Source: an optimization exercise on an open RTL-to-GDS flow (aim: small area and a short achievable clock period). Production flows keep margins and buffers that such runs may drop. For this run, only the layout was checked, not whether the RTL still works.

**flow/design.v**
```verilog
module divmul8 (
    input  wire [7:0] n,       
    input  wire [7:0] d,       
    input  wire       mul,     
    output wire [7:0] q,
    output wire [7:0] r
);
    wire [7:0] ds = d ^ {8{mul}};
    wire [4:0] pt = n[7:3] * d[4:0];
    wire hz7 = ~d[1] & ~d[2] & ~d[3] & ~d[4] & ~d[5] & ~d[6] & ~d[7];
    wire g7_0_0 = ~n[7] & d[0];
    wire p7_0_0 = ~(n[7] ^ d[0]);
    wire ge7 = hz7 & ~g7_0_0;
    assign q[7] = ge7;
    wire r7_0 = ge7 ? (n[7] ^ d[0] ^ 1'b0) : n[7];
    wire hz6 = ~d[2] & ~d[3] & ~d[4] & ~d[5] & ~d[6] & ~d[7];
    wire g6_0_0 = ~n[6] & d[0];
    wire p6_0_0 = ~(n[6] ^ d[0]);
    wire g6_1_0 = ~r7_0 & d[1];
    wire p6_1_0 = ~(r7_0 ^ d[1]);
    wire g6_1_1 = g6_1_0 | (p6_1_0 & g6_0_0);
    wire p6_1_1 = p6_1_0 & p6_0_0;
    wire ge6 = hz6 & ~g6_1_1;
    assign q[6] = ge6;
    wire r6_0 = ge6 ? (n[6] ^ d[0] ^ 1'b0) : n[6];
    wire r6_1 = ge6 ? (r7_0 ^ d[1] ^ g6_0_0) : r7_0;
    wire hz5 = ~d[3] & ~d[4] & ~d[5] & ~d[6] & ~d[7];
    wire g5_0_0 = ~n[5] & d[0];
    wire p5_0_0 = ~(n[5] ^ d[0]);
    wire g5_1_0 = ~r6_0 & d[1];
    wire p5_1_0 = ~(r6_0 ^ d[1]);
    wire g5_2_0 = ~r6_1 & d[2];
    wire p5_2_0 = ~(r6_1 ^ d[2]);
    wire g5_1_1 = g5_1_0 | (p5_1_0 & g5_0_0);
    wire p5_1_1 = p5_1_0 & p5_0_0;
    wire g5_2_2 = g5_2_0 | (p5_2_0 & g5_1_1);
    wire p5_2_2 = p5_2_0 & p5_1_1;
    wire ge5 = hz5 & ~g5_2_2;
    assign q[5] = ge5;
    wire r5_0 = ge5 ? (n[5] ^ d[0] ^ 1'b0) : n[5];
    wire r5_1 = ge5 ? (r6_0 ^ d[1] ^ g5_0_0) : r6_0;
    wire r5_2 = ge5 ? (r6_1 ^ d[2] ^ g5_1_1) : r6_1;
    wire hz4 = ~d[4] & ~d[5] & ~d[6] & ~d[7];
    wire g4_0_0 = ~n[4] & d[0];
    wire p4_0_0 = ~(n[4] ^ d[0]);
    wire g4_1_0 = ~r5_0 & d[1];
    wire p4_1_0 = ~(r5_0 ^ d[1]);
    wire g4_2_0 = ~r5_1 & d[2];
    wire p4_2_0 = ~(r5_1 ^ d[2]);
    wire g4_3_0 = ~r5_2 & d[3];
    wire p4_3_0 = ~(r5_2 ^ d[3]);
    wire g4_1_1 = g4_1_0 | (p4_1_0 & g4_0_0);
    wire p4_1_1 = p4_1_0 & p4_0_0;
    wire g4_3_1 = g4_3_0 | (p4_3_0 & g4_2_0);
    wire p4_3_1 = p4_3_0 & p4_2_0;
    wire g4_2_2 = g4_2_0 | (p4_2_0 & g4_1_1);
    wire p4_2_2 = p4_2_0 & p4_1_1;
    wire g4_3_2 = g4_3_1 | (p4_3_1 & g4_1_1);
    wire p4_3_2 = p4_3_1 & p4_1_1;
    wire ge4 = hz4 & ~g4_3_2;
    assign q[4] = ge4;
    wire r4_0 = ge4 ? (n[4] ^ d[0] ^ 1'b0) : n[4];
    wire r4_1 = ge4 ? (r5_0 ^ d[1] ^ g4_0_0) : r5_0;
    wire r4_2 = ge4 ? (r5_1 ^ d[2] ^ g4_1_1) : r5_1;
    wire r4_3 = ge4 ? (r5_2 ^ d[3] ^ g4_2_2) : r5_2;
    wire hz3 = ~d[5] & ~d[6] & ~d[7];
    wire g3_0_0 = ~n[3] & d[0];
    wire p3_0_0 = ~(n[3] ^ d[0]);
    wire g3_1_0 = ~r4_0 & d[1];
    wire p3_1_0 = ~(r4_0 ^ d[1]);
    wire g3_2_0 = ~r4_1 & d[2];
    wire p3_2_0 = ~(r4_1 ^ d[2]);
    wire g3_3_0 = ~r4_2 & d[3];
    wire p3_3_0 = ~(r4_2 ^ d[3]);
    wire g3_4_0 = ~r4_3 & d[4];
    wire p3_4_0 = ~(r4_3 ^ d[4]);
    wire g3_1_1 = g3_1_0 | (p3_1_0 & g3_0_0);
    wire p3_1_1 = p3_1_0 & p3_0_0;
    wire g3_3_1 = g3_3_0 | (p3_3_0 & g3_2_0);
    wire p3_3_1 = p3_3_0 & p3_2_0;
    wire g3_2_2 = g3_2_0 | (p3_2_0 & g3_1_1);
    wire p3_2_2 = p3_2_0 & p3_1_1;
    wire g3_3_2 = g3_3_1 | (p3_3_1 & g3_1_1);
    wire p3_3_2 = p3_3_1 & p3_1_1;
    wire g3_4_3 = g3_4_0 | (p3_4_0 & g3_3_2);
    wire p3_4_3 = p3_4_0 & p3_3_2;
    wire ge3 = hz3 & ~g3_4_3;
    assign q[3] = ge3;
    wire r3_0 = ge3 ? (n[3] ^ d[0] ^ 1'b0) : n[3];
    wire r3_1 = ge3 ? (r4_0 ^ d[1] ^ g3_0_0) : r4_0;
    wire r3_2 = ge3 ? (r4_1 ^ d[2] ^ g3_1_1) : r4_1;
    wire r3_3 = ge3 ? (r4_2 ^ d[3] ^ g3_2_2) : r4_2;
    wire r3_4 = ge3 ? (r4_3 ^ d[4] ^ g3_3_2) : r4_3;
    wire t2_0 = mul ? 1'b0 : n[2];
    wire t2_1 = mul ? pt[0] : r3_0;
    wire t2_2 = mul ? pt[1] : r3_1;
    wire t2_3 = mul ? pt[2] : r3_2;
    wire t2_4 = mul ? pt[3] : r3_3;
    wire t2_5 = mul ? pt[4] : r3_4;
    wire hz2 = ~d[6] & ~d[7] & ~mul;
    wire g2_0_0 = ~t2_0 & ds[0];
    wire p2_0_0 = ~(t2_0 ^ ds[0]);
    wire g2_1_0 = ~t2_1 & ds[1];
    wire p2_1_0 = ~(t2_1 ^ ds[1]);
    wire g2_2_0 = ~t2_2 & ds[2];
    wire p2_2_0 = ~(t2_2 ^ ds[2]);
    wire g2_3_0 = ~t2_3 & ds[3];
    wire p2_3_0 = ~(t2_3 ^ ds[3]);
    wire g2_4_0 = ~t2_4 & ds[4];
    wire p2_4_0 = ~(t2_4 ^ ds[4]);
    wire g2_5_0 = ~t2_5 & ds[5];
    wire p2_5_0 = ~(t2_5 ^ ds[5]);
    wire g2_0_b = g2_0_0 | (p2_0_0 & mul);
    wire g2_1_1 = g2_1_0 | (p2_1_0 & g2_0_b);
    wire p2_1_1 = p2_1_0 & p2_0_0;
    wire g2_3_1 = g2_3_0 | (p2_3_0 & g2_2_0);
    wire p2_3_1 = p2_3_0 & p2_2_0;
    wire g2_5_1 = g2_5_0 | (p2_5_0 & g2_4_0);
    wire p2_5_1 = p2_5_0 & p2_4_0;
    wire g2_2_2 = g2_2_0 | (p2_2_0 & g2_1_1);
    wire p2_2_2 = p2_2_0 & p2_1_1;
    wire g2_3_2 = g2_3_1 | (p2_3_1 & g2_1_1);
    wire p2_3_2 = p2_3_1 & p2_1_1;
    wire g2_4_3 = g2_4_0 | (p2_4_0 & g2_3_2);
    wire p2_4_3 = p2_4_0 & p2_3_2;
    wire g2_5_3 = g2_5_1 | (p2_5_1 & g2_3_2);
    wire p2_5_3 = p2_5_1 & p2_3_2;
    wire ge2 = (hz2 & ~g2_5_3) | (mul & n[2]);
    assign q[2] = ge2;
    wire r2_0 = ge2 ? (t2_0 ^ ds[0] ^ mul) : t2_0;
    wire r2_1 = ge2 ? (t2_1 ^ ds[1] ^ g2_0_b) : t2_1;
    wire r2_2 = ge2 ? (t2_2 ^ ds[2] ^ g2_1_1) : t2_2;
    wire r2_3 = ge2 ? (t2_3 ^ ds[3] ^ g2_2_2) : t2_3;
    wire r2_4 = ge2 ? (t2_4 ^ ds[4] ^ g2_3_2) : t2_4;
    wire r2_5 = ge2 ? (t2_5 ^ ds[5] ^ g2_4_3) : t2_5;
    wire nb1 = n[1] & ~mul;
    wire hz1 = ~d[7] & ~mul;
    wire g1_0_0 = ~nb1 & ds[0];
    wire p1_0_0 = ~(nb1 ^ ds[0]);
    wire g1_1_0 = ~r2_0 & ds[1];
    wire p1_1_0 = ~(r2_0 ^ ds[1]);
    wire g1_2_0 = ~r2_1 & ds[2];
    wire p1_2_0 = ~(r2_1 ^ ds[2]);
    wire g1_3_0 = ~r2_2 & ds[3];
    wire p1_3_0 = ~(r2_2 ^ ds[3]);
    wire g1_4_0 = ~r2_3 & ds[4];
    wire p1_4_0 = ~(r2_3 ^ ds[4]);
    wire g1_5_0 = ~r2_4 & ds[5];
    wire p1_5_0 = ~(r2_4 ^ ds[5]);
    wire g1_6_0 = ~r2_5 & ds[6];
    wire p1_6_0 = ~(r2_5 ^ ds[6]);
    wire g1_0_b = g1_0_0 | (p1_0_0 & mul);
    wire g1_1_1 = g1_1_0 | (p1_1_0 & g1_0_b);
    wire p1_1_1 = p1_1_0 & p1_0_0;
    wire g1_3_1 = g1_3_0 | (p1_3_0 & g1_2_0);
    wire p1_3_1 = p1_3_0 & p1_2_0;
    wire g1_5_1 = g1_5_0 | (p1_5_0 & g1_4_0);
    wire p1_5_1 = p1_5_0 & p1_4_0;
    wire g1_2_2 = g1_2_0 | (p1_2_0 & g1_1_1);
    wire p1_2_2 = p1_2_0 & p1_1_1;
    wire g1_3_2 = g1_3_1 | (p1_3_1 & g1_1_1);
    wire p1_3_2 = p1_3_1 & p1_1_1;
    wire g1_6_2 = g1_6_0 | (p1_6_0 & g1_5_1);
    wire p1_6_2 = p1_6_0 & p1_5_1;
    wire g1_4_3 = g1_4_0 | (p1_4_0 & g1_3_2);
    wire p1_4_3 = p1_4_0 & p1_3_2;
    wire g1_5_3 = g1_5_1 | (p1_5_1 & g1_3_2);
    wire p1_5_3 = p1_5_1 & p1_3_2;
    wire g1_6_3 = g1_6_2 | (p1_6_2 & g1_3_2);
    wire p1_6_3 = p1_6_2 & p1_3_2;
    wire ge1 = (hz1 & ~g1_6_3) | (mul & n[1]);
    assign q[1] = ge1;
    wire r1_0 = ge1 ? (nb1 ^ ds[0] ^ mul) : nb1;
    wire r1_1 = ge1 ? (r2_0 ^ ds[1] ^ g1_0_b) : r2_0;
    wire r1_2 = ge1 ? (r2_1 ^ ds[2] ^ g1_1_1) : r2_1;
    wire r1_3 = ge1 ? (r2_2 ^ ds[3] ^ g1_2_2) : r2_2;
    wire r1_4 = ge1 ? (r2_3 ^ ds[4] ^ g1_3_2) : r2_3;
    wire r1_5 = ge1 ? (r2_4 ^ ds[5] ^ g1_4_3) : r2_4;
    wire r1_6 = ge1 ? (r2_5 ^ ds[6] ^ g1_5_3) : r2_5;
    wire nb0 = n[0] & ~mul;
    wire hz0 = 1'b1 & ~mul;
    wire g0_0_0 = ~nb0 & ds[0];
    wire p0_0_0 = ~(nb0 ^ ds[0]);
    wire g0_1_0 = ~r1_0 & ds[1];
    wire p0_1_0 = ~(r1_0 ^ ds[1]);
    wire g0_2_0 = ~r1_1 & ds[2];
    wire p0_2_0 = ~(r1_1 ^ ds[2]);
    wire g0_3_0 = ~r1_2 & ds[3];
    wire p0_3_0 = ~(r1_2 ^ ds[3]);
    wire g0_4_0 = ~r1_3 & ds[4];
    wire p0_4_0 = ~(r1_3 ^ ds[4]);
    wire g0_5_0 = ~r1_4 & ds[5];
    wire p0_5_0 = ~(r1_4 ^ ds[5]);
    wire g0_6_0 = ~r1_5 & ds[6];
    wire p0_6_0 = ~(r1_5 ^ ds[6]);
    wire g0_7_0 = ~r1_6 & ds[7];
    wire p0_7_0 = ~(r1_6 ^ ds[7]);
    wire g0_0_b = g0_0_0 | (p0_0_0 & mul);
    wire g0_1_1 = g0_1_0 | (p0_1_0 & g0_0_b);
    wire p0_1_1 = p0_1_0 & p0_0_0;
    wire g0_3_1 = g0_3_0 | (p0_3_0 & g0_2_0);
    wire p0_3_1 = p0_3_0 & p0_2_0;
    wire g0_5_1 = g0_5_0 | (p0_5_0 & g0_4_0);
    wire p0_5_1 = p0_5_0 & p0_4_0;
    wire g0_7_1 = g0_7_0 | (p0_7_0 & g0_6_0);
    wire p0_7_1 = p0_7_0 & p0_6_0;
    wire g0_2_2 = g0_2_0 | (p0_2_0 & g0_1_1);
    wire p0_2_2 = p0_2_0 & p0_1_1;
    wire g0_3_2 = g0_3_1 | (p0_3_1 & g0_1_1);
    wire p0_3_2 = p0_3_1 & p0_1_1;
    wire g0_6_2 = g0_6_0 | (p0_6_0 & g0_5_1);
    wire p0_6_2 = p0_6_0 & p0_5_1;
    wire g0_7_2 = g0_7_1 | (p0_7_1 & g0_5_1);
    wire p0_7_2 = p0_7_1 & p0_5_1;
    wire g0_4_3 = g0_4_0 | (p0_4_0 & g0_3_2);
    wire p0_4_3 = p0_4_0 & p0_3_2;
    wire g0_5_3 = g0_5_1 | (p0_5_1 & g0_3_2);
    wire p0_5_3 = p0_5_1 & p0_3_2;
    wire g0_6_3 = g0_6_2 | (p0_6_2 & g0_3_2);
    wire p0_6_3 = p0_6_2 & p0_3_2;
    wire g0_7_3 = g0_7_2 | (p0_7_2 & g0_3_2);
    wire p0_7_3 = p0_7_2 & p0_3_2;
    wire ge0 = (hz0 & ~g0_7_3) | (mul & n[0]);
    assign q[0] = ge0;
    wire r0_0 = ge0 ? (nb0 ^ ds[0] ^ mul) : nb0;
    wire r0_1 = ge0 ? (r1_0 ^ ds[1] ^ g0_0_b) : r1_0;
    wire r0_2 = ge0 ? (r1_1 ^ ds[2] ^ g0_1_1) : r1_1;
    wire r0_3 = ge0 ? (r1_2 ^ ds[3] ^ g0_2_2) : r1_2;
    wire r0_4 = ge0 ? (r1_3 ^ ds[4] ^ g0_3_2) : r1_3;
    wire r0_5 = ge0 ? (r1_4 ^ ds[5] ^ g0_4_3) : r1_4;
    wire r0_6 = ge0 ? (r1_5 ^ ds[6] ^ g0_5_3) : r1_5;
    wire r0_7 = ge0 ? (r1_6 ^ ds[7] ^ g0_6_3) : r1_6;
    assign r = {r0_7, r0_6, r0_5, r0_4, r0_3, r0_2, r0_1, r0_0};
endmodule
module addsub8 (
    input  wire [7:0] a,
    input  wire [7:0] b,
    input  wire       sub,
    output wire [7:0] y
);
    wire [7:0] x = a ^ {8{sub}};
    wire [8:0] c;
    assign c[0] = sub;
    genvar j;
    generate
        for (j = 0; j < 8; j = j + 1) begin : bt
            assign y[j]   = b[j] ^ x[j] ^ c[j];
            assign c[j+1] = (b[j] & x[j]) | (b[j] & c[j]) | (x[j] & c[j]);
        end
    endgenerate
endmodule
module main (
    input wire clk,
    input wire rst,
    input wire [7:0] in,
    input wire [2:0] op,
    input wire apply,
    output wire [7:0] tail,
    output wire empty,
    output reg valid
);
    reg [7:0] q0, q1, q2, q3, q4;
    reg [2:0] c;     
    assign tail  = q0;
    assign empty = (c == 3'd0);
    reg [7:0] a, b;
    always @* begin
        case ({c[2], c[0]})
            2'd0: begin a = q1; b = q0; end
            2'd1: begin a = q2; b = q1; end
            2'd2: begin a = q3; b = q2; end
            default: begin a = q4; b = q3; end
        endcase
    end
    wire [7:0] quo, rem;
    divmul8 u_div (.n(b), .d(a), .mul(op[1] & op[0]), .q(quo), .r(rem));
    wire       sub = op[2];
    wire [7:0] sum;
    addsub8 u_as (.a(a), .b(b), .sub(sub), .y(sum));
    reg [7:0] res;
    always @* begin
        case (op)
            3'd0:    res = in;
            3'd3:    res = rem;      
            3'd5:    res = quo;
            3'd6:    res = rem;
            default: res = sum;
        endcase
    end
    wire full = c[2] & c[0];
    wire ge2  = c[2] | c[1];
    wire ge1  = c != 3'd0;
    wire bad = (op == 3'd7)
             | ((op == 3'd0) & full)
             | ((op == 3'd1) & ~ge1)
             | ((op != 3'd0) & (op != 3'd1) & ~ge2)
             | (((op == 3'd5) | (op == 3'd6)) & (a == 8'd0));
    always @(posedge clk) begin
        if (apply && op != 3'd1) begin
            q0 <= res;
            q1 <= q0;
            q2 <= q1;
            q3 <= q2;
            q4 <= q3;
        end
    end
    always @(posedge clk or posedge rst) begin
        if (rst) begin
            c     <= 3'd0;
            valid <= 1'b1;
        end else if (apply) begin
            if (op == 3'd0) c <= c + 3'd1;
            else            c <= c - 3'd1;
            if (bad) valid <= 1'b0;
        end
    end
endmodule
```
**flow/run.sh**
```bash
#!/bin/bash
# synth_recipe.tcl (not shown) runs the flow's synth.tcl, then flattens the netlist and writes it again
# the make line also repeats each setting of config.mk as NAME=value (left out here)
make -C /OpenROAD-flow-scripts/flow DESIGN_CONFIG=/design/flow/config.mk WORK_HOME=/design/flow/orfs CLKGATE_MAP_FILE= SYNTH_SCRIPT=/design/flow/synth_recipe.tcl finish
```
**flow/config.mk**
```make
export PLATFORM = sky130hd
export DESIGN_NAME = main
export DESIGN_NICKNAME = main
export VERILOG_FILES = /design/flow/design.v
export SDC_FILE = /design/flow/constraint.sdc
export NUM_CORES = 4
export LEC_CHECK = 0
export ABC_AREA = 1
export CAP_MARGIN = 0
export CORE_MARGIN = 2
export CORE_UTILIZATION = 60
export SETUP_SLACK_MARGIN = 3
export SLEW_MARGIN = 0
export TNS_END_PERCENT = 10
```
**flow/constraint.sdc**
```tcl
create_clock -name core_clock -period 15.5 [get_ports {clk}]
set_input_delay 3.1000 -clock core_clock [delete_from_list [all_inputs] [get_ports {clk}]]
set_output_delay 3.1000 -clock core_clock [all_outputs]
set_load 0.01 [all_outputs]
```
==> results.sh <==
export IMPL_number_of_global_route_vias_before_repair=3557
export IMPL_placedCellCount=627
export IMPL_m1WireLength_um=4794
export IMPL_setup_violations_final=0
export IMPL_final_setup_slack_of_the_worst_path_ns=3.905
export IMPL_cap_viol_max_count=0
export IMPL_worstMarginPinSlew_ns=1.104
export IMPL_yosysSeqAreaShare_pct=29.63
export IMPL_timing_critical_path_required_ns=15.52
export IMPL_crit_arrival_ns=11.61
export IMPL_reg2reg_setup_slack_ns=3.91
export IMPL_postSynthRegisterBits=44
export IMPL_syn_nets=592
export IMPL_design_portCount=24
export IMPL_hold_path_class="flop to flop"
export IMPL_critical_path_reg2reg_startpoint="c[0]$_DFFE_PP0P_"
export IMPL_dp_hpwl_um=8330
export IMPL_grt_first_pass_wirelength_um=17240
export IMPL_htree_num_levels=2
export IMPL_unrepaired_setup_endpoints_after_global_routing="false"
export IMPL_yosysUniqueCellTypes=45
export IMPL_crit_path_frequent_cell="sky130_fd_sc_hd__nand2_1"
export IMPL_timing_critical_path_fanout_max=12
export IMPL_clk_insertion_delay_late_ns=0.30
export IMPL_groute_usage_overall_pct=28.28
export IMPL_die_width_um=89.59
export IMPL_route_antenna_remaining_nets=0
export IMPL_via_to_cell_ratio=5.804
export IMPL_synth_top_cells_by_area="sky130_fd_sc_hd__edfxtp_1, sky130_fd_sc_hd__fa_1, sky130_fd_sc_hd__ha_1"
export IMPL_timing_hold_worst_path_depth=0
export IMPL_routed_wl_um=11050
export IMPL_globalplace_congestion=0.9330
export IMPL_floorplan_initialDensity_pct=61.26
export IMPL_synth_most_common_cell="sky130_fd_sc_hd__nand2_1"
export IMPL_finalMaxSlewViolations=0
export IMPL_first_pass_iters=5
export IMPL_design_core_area_sq_um=7176
export IMPL_post_layout_nonfiller_instances=648
export IMPL_met3_wirelength_um=663
export IMPL_detail_route_drc_violations=0
export IMPL_num_vias=3761
export IMPL_highest_layer="met4"
export IMPL_synthDominantCellAreaShare_pct=27.33
export IMPL_min_period_over_period_pct=74.81
export IMPL_finalHoldViolCount=0
export IMPL_grt_max_degree=41
export IMPL_antenna_found_initial=0
export IMPL_syn2layout_area_growth_pct=13.66
export IMPL_ctsHoldBuffers=0
export IMPL_endpoint_of_the_worst_register_to_register_path="q0[3]$_DFFE_PP_"
export IMPL_synth_top_cells_by_count="sky130_fd_sc_hd__nand2_1, sky130_fd_sc_hd__inv_1, sky130_fd_sc_hd__edfxtp_1, sky130_fd_sc_hd__nand3_1, sky130_fd_sc_hd__ha_1"
export IMPL_wl_met2_um=5360
export IMPL_synth_top_flop_cell="sky130_fd_sc_hd__edfxtp_1"
export IMPL_critical_path_slowest_cell="sky130_fd_sc_hd__dfrtp_4"
export IMPL_tritoncts_num_buffers=5
export IMPL_clockRootBuffer="sky130_fd_sc_hd__clkbuf_8"
export IMPL_ys_warn_count=1
export IMPL_post_layout_utilization_of_the_core_pct=69.63
export IMPL_critical_path_startpoint_type="flop"
export IMPL_max_clock_freq_mhz=86.25
export IMPL_cts_num_sinks=44
export IMPL_multiInputGateArea_sq_um=2895
export IMPL_worstSetupPathType="flop to flop"
export IMPL_outcome="complete, no violations"
export IMPL_postSynth_asyncResetShare_pct=9.091
export IMPL_fp_row_count=31
export IMPL_critical_path_max_stage_delay_ns=0.57
export IMPL_buffers_on_ports=23
export IMPL_sequential_cell_area_sq_um=1310
export IMPL_worst_setup_path_end_kind="flop"
export IMPL_avgRoutedWirePerCell_um=17.05
export IMPL_synth_avg_cell_area_sq_um=8.518
export IMPL_design_die_area_sq_um=8026
export IMPL_worst_hold_path_endpoint="q4[1]$_DFFE_PP_"
export IMPL_grt_ovfl_total=0
export IMPL_dp_slack_ns=2.423
export IMPL_worstHoldStart="q3[1]$_DFFE_PP_"
export IMPL_antennaDiodeCount=0
export IMPL_synth_edff_count=40
export IMPL_die_height_um=89.59
export IMPL_fillers=585
export IMPL_cts_tree="built"
export IMPL_timing_clock_skew_ns=0.009004
export IMPL_nets=624
export IMPL_final_total_negative_setup_slack_ns=0
export IMPL_slew_headroom_pct=25.83
export IMPL_worst_r2r_cell_count=67
export IMPL_worstPathBufferInverterCount=10
export IMPL_post_route_min_period_ns=11.59
export IMPL_number_of_instances_in_the_synthesized_netlist=516
export IMPL_drt_iter0_markers=292
export IMPL_synth_cell_area_sq_um=4395
export IMPL_post_synth_top_area_cell="sky130_fd_sc_hd__edfxtp_1"
export IMPL_cts_clk_slew_worst_paths_ns=0.08
export IMPL_clock_tree_buffer_depth=2
export IMPL_drive_gt1_share_pct=12.93
export IMPL_cpLargestDelayFamily="simple AND/OR/NAND/NOR gates"
-- cells by family (layout without fill, tap and decap cells) --
| logic type | Yosys count | in the layout | synth area share (%) |
|---|---|---|---|
| xor+xnor | 37 | 37 | 7.373 |
| buf+inv | 75 | 107 | 6.661 |
| mux | 1 | 1 | 0.2277 |
| compound gates | 82 | 82 | 11.78 |
| fa+ha+maj | 62 | 62 | 22.09 |
| flops | 44 | 44 | 29.63 |
| simple gates | 215 | 216 | 22.23 |
-- worst max path at each step --
stage,from,to,depth (start not counted)
after global placement,c[2]$_DFFE_PP0P_,q0[1]$_DFFE_PP_,63
after detailed placement,c[2]$_DFFE_PP0P_,q0[1]$_DFFE_PP_,64
after global routing,c[0]$_DFFE_PP0P_,q0[1]$_DFFE_PP_,69
after floorplan,c[2]$_DFFE_PP0P_,q0[1]$_DFFE_PP_,64
after CTS,c[2]$_DFFE_PP0P_,q0[1]$_DFFE_PP_,66
final,c[0]$_DFFE_PP0P_,q0[3]$_DFFE_PP_,67
-- layer usage --
| metal | up-vias | GRT usage, % |
|---|---|---|
| met4 | 0 | 7.734 |
| met2 | 140 | 46.99 |
| met3 | 23 | 2.377 |
| met5 | - | 0 |
| li1 | 1798 | - |
| met1 | 1800 | 39.98 |
-- layout make-up --
type | instances | share of cell area, %
clock buffer | 6 | 1.653
clock inverter | 2 | 0.2004
inverter | 62 | 4.783
multi-input combinational | 398 | 57.95
sequential | 44 | 26.22
tap | 99 | 2.479
timing repair buffer | 37 | 6.712
-- per-stage QoR --
stage	area [sq um]	hold slack [ns]
4_1_cts	4855	0.4710
6_report	4996	0.4755
5_1_grt	4996	0.4857
3_5_place_dp	4712	0.4508
2_1_floorplan	4395	0.4268
3_3_place_gp	4712	0.4377
-- cell usage in the layout (no fill, tap or decap), drive strengths merged --
master,count
nand4,7
nand3,45
inv,59
a211oi,1
edfxtp,40
xnor2,9
dfstp,1
clkinv,4
o211ai,4
a21boi,3
xor2,28
clkbuf,6
nand2,118
a21oi,17
nor2,25
fa,26
o22ai,2
buf,14
clkdlybuf4s50,23
o21ai,39
nand3b,1
a221oi,1
a31oi,1
o21a,4
mux2i,1
o311ai,1
ha,36
o2111ai,7
a21o,1
clkinvlp,1
dfrtp,3
nor3,4
a32oi,1
or2,12
and2,4
-- sequential cells by signal, indices dropped and copies added, names as in the netlist --
register,count
c,3
q0,8
q1,8
q2,8
q3,8
q4,8
valid,1
-- timing repair --
action / in CTS / in global routing
setup endpoints to repair: 8 / 8
gates cloned: 0 / 1
pin swaps: 0 / 3
hold endpoints to repair: 0 / 0
resized for setup: 8 / 20
buffers inserted: 3 / 9

==> what the ideal ports hide <==
No port has a modelled driver above. Below, the same layout with a new extraction and two added sets of constraints.
Step 1: set_driving_cell puts a clkbuf_16 on clk and a buf_2 on each other input, an assumption about the parent block.
Step 2 moves the port delays by t, midway between the first and last clock arrival at a register: inputs arrive t later, outputs are due t later. That takes back most of the time a late clock gives input paths.
Slacks: no drivers / after step 1 / after step 2; pairs: no drivers / after step 1.
shift t [ns]: 0.322
slack for setup (ns): 3.905 / 3.905 / 3.905
hold WS [ns]: 0.476 / 0.476 / 0.476
worst setup path at the end: register to register
cell pins on the clock port's net: 1
After both steps this run still meets setup and hold. For this run, drivers alone change the setup slack by 0.000 ns; drivers and shift together by 0.000 ns.
